Context: an optimization exercise on an open-source flow, tuned for small area. The choices shown serve that exercise and are no tape-out recipe. RTL that was checked went through simulation tests only; none was proved equivalent to the original.

==> run a <==
// aes_bp_graph_coloring
module aes_bp_graph_coloring (
  input           clk,
  input  [7:0] share0_in,
  input  [7:0] share1_in,
  input  [51:0] rand_bit_share0,
  input  [51:0] rand_bit_share1,
  output [7:0] o_share0,
  output [7:0] o_share1
);
clock: 5.0 ns
lec_check: 0
cap_margin: 20
core_margin: 2
core_utilization: 40
slew_margin: 20
synth_hierarchical: 1
standard.sh (not shown) runs the stock make flow with config.mk's settings and CLKGATE_MAP_FILE= SYNTH_SCRIPT=/design/flow/synth_recipe.tcl, a recipe that flattens the netlist after the stock synthesis.
==> flow/flow/run.sh <==
#!/bin/bash
set -euo pipefail
bash standard.sh "BUFFER_PORTS_ARGS=-buffer_cell sky130_fd_sc_hd__buf_1" "CTS_ARGS=-sink_clustering_enable -repair_clock_nets -dont_use_dummy_load -buf_list sky130_fd_sc_hd__clkbuf_4 -sink_clustering_size 8 -sink_clustering_max_diameter 40" finish > standard_flow.log 2>&1
==> run b: changes against run a <==
==> flow/flow/run.sh (replaced) <==
#!/bin/bash
set -euo pipefail
bash standard.sh "BUFFER_PORTS_ARGS=-buffer_cell sky130_fd_sc_hd__buf_1" "CTS_ARGS=-sink_clustering_enable -repair_clock_nets -dont_use_dummy_load -buf_list sky130_fd_sc_hd__clkbuf_8 -sink_clustering_size 20 -sink_clustering_max_diameter 80" finish > standard_flow.log 2>&1
==> impl_metrics.yaml <==
finish:
  diodes: 0
  bufAreaShareNonClock: 0.0290
  final_nets: 1134
global_route:
  antenna_found_initial: 0
  grt_pass1_wl_um: 29500
route:
  met2_length_um: 9110
status:
  status: "complete, no violations"
The numbers above come from run b.

==> impl_metrics.yaml <==
status:
  status: "complete, no violations"
route:
  met2_length_um: 9320
finish:
  final_nets: 1158
  diodes: 1
yosys:
  synth_top_area_frac: 0.502
global_route:
  grt_pass1_wl_um: 30100
  antenna_found_initial: 1
The numbers above come from run a.


==> 02-13 <==
Another version of the RTL of aes_bp_graph_coloring (not shown whole).
export LEC_CHECK = 0
export CAP_MARGIN = 20
export CORE_MARGIN = 2
export CORE_UTILIZATION = 40
export GPL_TIMING_DRIVEN = 0
export SLEW_MARGIN = 20
export SYNTH_HIERARCHICAL = 1
create_clock -name core_clock -period 5.0 [get_ports {clk}]
==> flow/flow/run.sh <==
#!/bin/bash
set -euo pipefail
bash standard.sh "BUFFER_PORTS_ARGS=-buffer_cell sky130_fd_sc_hd__buf_1" "CTS_ARGS=-sink_clustering_enable -repair_clock_nets -dont_use_dummy_load -buf_list sky130_fd_sc_hd__clkbuf_4 -sink_clustering_size 10 -sink_clustering_max_diameter 50" finish > standard_flow.log 2>&1
==> 09-07: changes against 02-13 <==
- GPL_TIMING_DRIVEN: 0 -> unset
==> results.txt <==
Outcome: 09-07 finished clean; 02-13 finished clean
Global-route wire length before repair: 09-07 29300 um; 02-13 29400 um
Met1 Use GR: 09-07 18.2%; 02-13 18.2%
Area overhead of the layout relative to synthesis: 09-07 10.2%; 02-13 9.68%
Largest net degree at the start of global routing: 09-07 15; 02-13 16
Vias per cell: 09-07 4.12; 02-13 4.11
Final Cycle Share: 09-07 91.9%; 02-13 92.5%
Overall track demand over capacity in global routing: 09-07 14.5%; 02-13 14.5%
Final Instance Area: 09-07 0.0108 mm^2; 02-13 0.0108 mm^2
Share of cell area taken by multi-input logic gates: 09-07 43.5%; 02-13 43.7%
Grt met2 use: 09-07 25.5%; 02-13 25.4%
Fill cells: 09-07 2292; 02-13 2314
Wire length on met2: 09-07 8900 um; 02-13 8780 um
Worst Max-Slew Pin Slew: 09-07 713 ps; 02-13 779 ps
Vias in the first global route: 09-07 5689; 02-13 5659
Final clock skew: 09-07 78.9 ps; 02-13 82.1 ps
Final core utilization: 09-07 44.7%; 02-13 44.5%
Layout net count: 09-07 1113; 02-13 1106

==> ember: inputs <==
Another version of the RTL of aes_bp_graph_coloring (not shown whole).
Settings: LEC_CHECK=0, CAP_MARGIN=20, CORE_MARGIN=2, CORE_UTILIZATION=40, GPL_TIMING_DRIVEN=0, SLEW_MARGIN=20, SYNTH_HIERARCHICAL=1; clock period 5.0 ns.
Scripts as last shown in full above: flow/flow/run.sh
==> indigo (differences from ember) <==
==> flow/flow/run.sh (replaced) <==
#!/bin/bash
set -euo pipefail
bash standard.sh "BUFFER_PORTS_ARGS=-buffer_cell sky130_fd_sc_hd__buf_1" "CTS_ARGS=-sink_clustering_enable -repair_clock_nets -dont_use_dummy_load -buf_list sky130_fd_sc_hd__clkbuf_4 -sink_clustering_size 12 -sink_clustering_max_diameter 60" finish > standard_flow.log 2>&1
==> summary of the runs <==
Against indigo, the sequential share of layout area of ember is lower by 0.099 points.
Between ember and indigo, the lower cell count is in indigo (gap about 0.23%, measured against indigo).
Via count: indigo is lower than ember (about 0.8%).
indigo went through all stages and came out clean. ember produced a clean layout.
Function was not checked in any run of this note: the RTL went through the layout flow alone.

==> inputs of xenon <==
aes_bp_graph_coloring with an RTL version that a note above also has.
==> flow/config.mk <==
export PLATFORM = sky130hd
export DESIGN_NAME = aes_bp_graph_coloring
export DESIGN_NICKNAME = aes_bp_graph_coloring
export VERILOG_FILES = /design/flow/design.v
export SDC_FILE = /design/flow/constraint.sdc
export NUM_CORES = 4
export LEC_CHECK = 0
export CAP_MARGIN = 20
export CORE_MARGIN = 2
export CORE_UTILIZATION = 40
export SLEW_MARGIN = 20
export SYNTH_HIERARCHICAL = 1
==> flow/constraint.sdc <==
create_clock -name core_clock -period 5.0 [get_ports {clk}]
set_input_delay 1.0000 -clock core_clock [delete_from_list [all_inputs] [get_ports {clk}]]
set_output_delay 1.0000 -clock core_clock [all_outputs]
set_load 0.01 [all_outputs]
==> flow/flow/run.sh <==
#!/bin/bash
set -euo pipefail
bash standard.sh "BUFFER_PORTS_ARGS=-buffer_cell sky130_fd_sc_hd__buf_1" "CTS_ARGS=-sink_clustering_enable -repair_clock_nets -dont_use_dummy_load -buf_list sky130_fd_sc_hd__clkbuf_4 -sink_clustering_size 10 -sink_clustering_max_diameter 50" finish > standard_flow.log 2>&1
==> inputs of nickel, as changes to xenon <==
==> flow/flow/run.sh (replaced) <==
#!/bin/bash
set -euo pipefail
bash standard.sh "BUFFER_PORTS_ARGS=-buffer_cell sky130_fd_sc_hd__buf_1" "CTS_ARGS=-sink_clustering_enable -repair_clock_nets -dont_use_dummy_load" finish > standard_flow.log 2>&1
==> notes <==
- Hold slack: xenon is higher than nickel (15 ps).
- In synthesized cell count, xenon and nickel do not differ.
- Against nickel, the wire length of xenon is larger by 0.35%.
- Flip-flop and latch count is the same in nickel and xenon.
- Non-clock buffer count is the same in xenon and nickel.
- Of nickel and xenon, xenon has the higher count of clock-buffer cells in the layout (gap 4).
- In nickel the clock skew is lower than in xenon, by 16 ps.
- In register-to-register slack, xenon and nickel hardly differ.

[separate check: timing with driven ports]
In the flow no input, the clock included, has a driving cell. The finished layouts below were timed again as built, in two steps.
Step 1 sets driving cells, clkbuf_16 on the clock port and buf_2 on the other inputs (assumed; they add their load-dependent delay and slew).
Step 2, shift: input delay + t, output delay - t, t = (earliest + latest rising clock arrival at the registers) / 2. This alone moves slack from input paths to output paths.
a / b / c = ideal ports / drivers / drivers and shift; a / b = the first two.
| run | shift t [ns] | setup WS [ns] | slew at the worst register clock pin (ns) | worst slew at a driven data input, ns |
|---|---|---|---|---|
| run a | 0.631 | 1.085 / 1.045 / 1.064 | 0.09 / 0.09 | 0.04 |
| run b | 0.531 | 1.133 / 1.091 / 1.083 | 0.12 / 0.12 | 0.04 |
| 02-13 | 0.670 | 0.377 / 0.335 / 0.542 | 0.10 / 0.10 | 0.04 |
| 09-07 | 0.667 | 0.403 / 0.360 / 0.642 | 0.11 / 0.11 | 0.03 |
| ember | 0.668 | 0.304 / 0.265 / 0.517 | 0.12 / 0.12 | 0.03 |
| indigo | 0.651 | 0.345 / 0.305 / 0.550 | 0.12 / 0.12 | 0.03 |
| xenon | 0.665 | 0.994 / 0.954 / 1.065 | 0.12 / 0.12 | 0.04 |
| nickel | 0.541 | 1.176 / 1.133 / 1.060 | 0.06 / 0.06 | 0.04 |
After both steps every run listed still meets setup and hold. The setup slack of nickel, which loses most, moves by -0.043 ns with the drivers and by -0.116 ns with both steps.
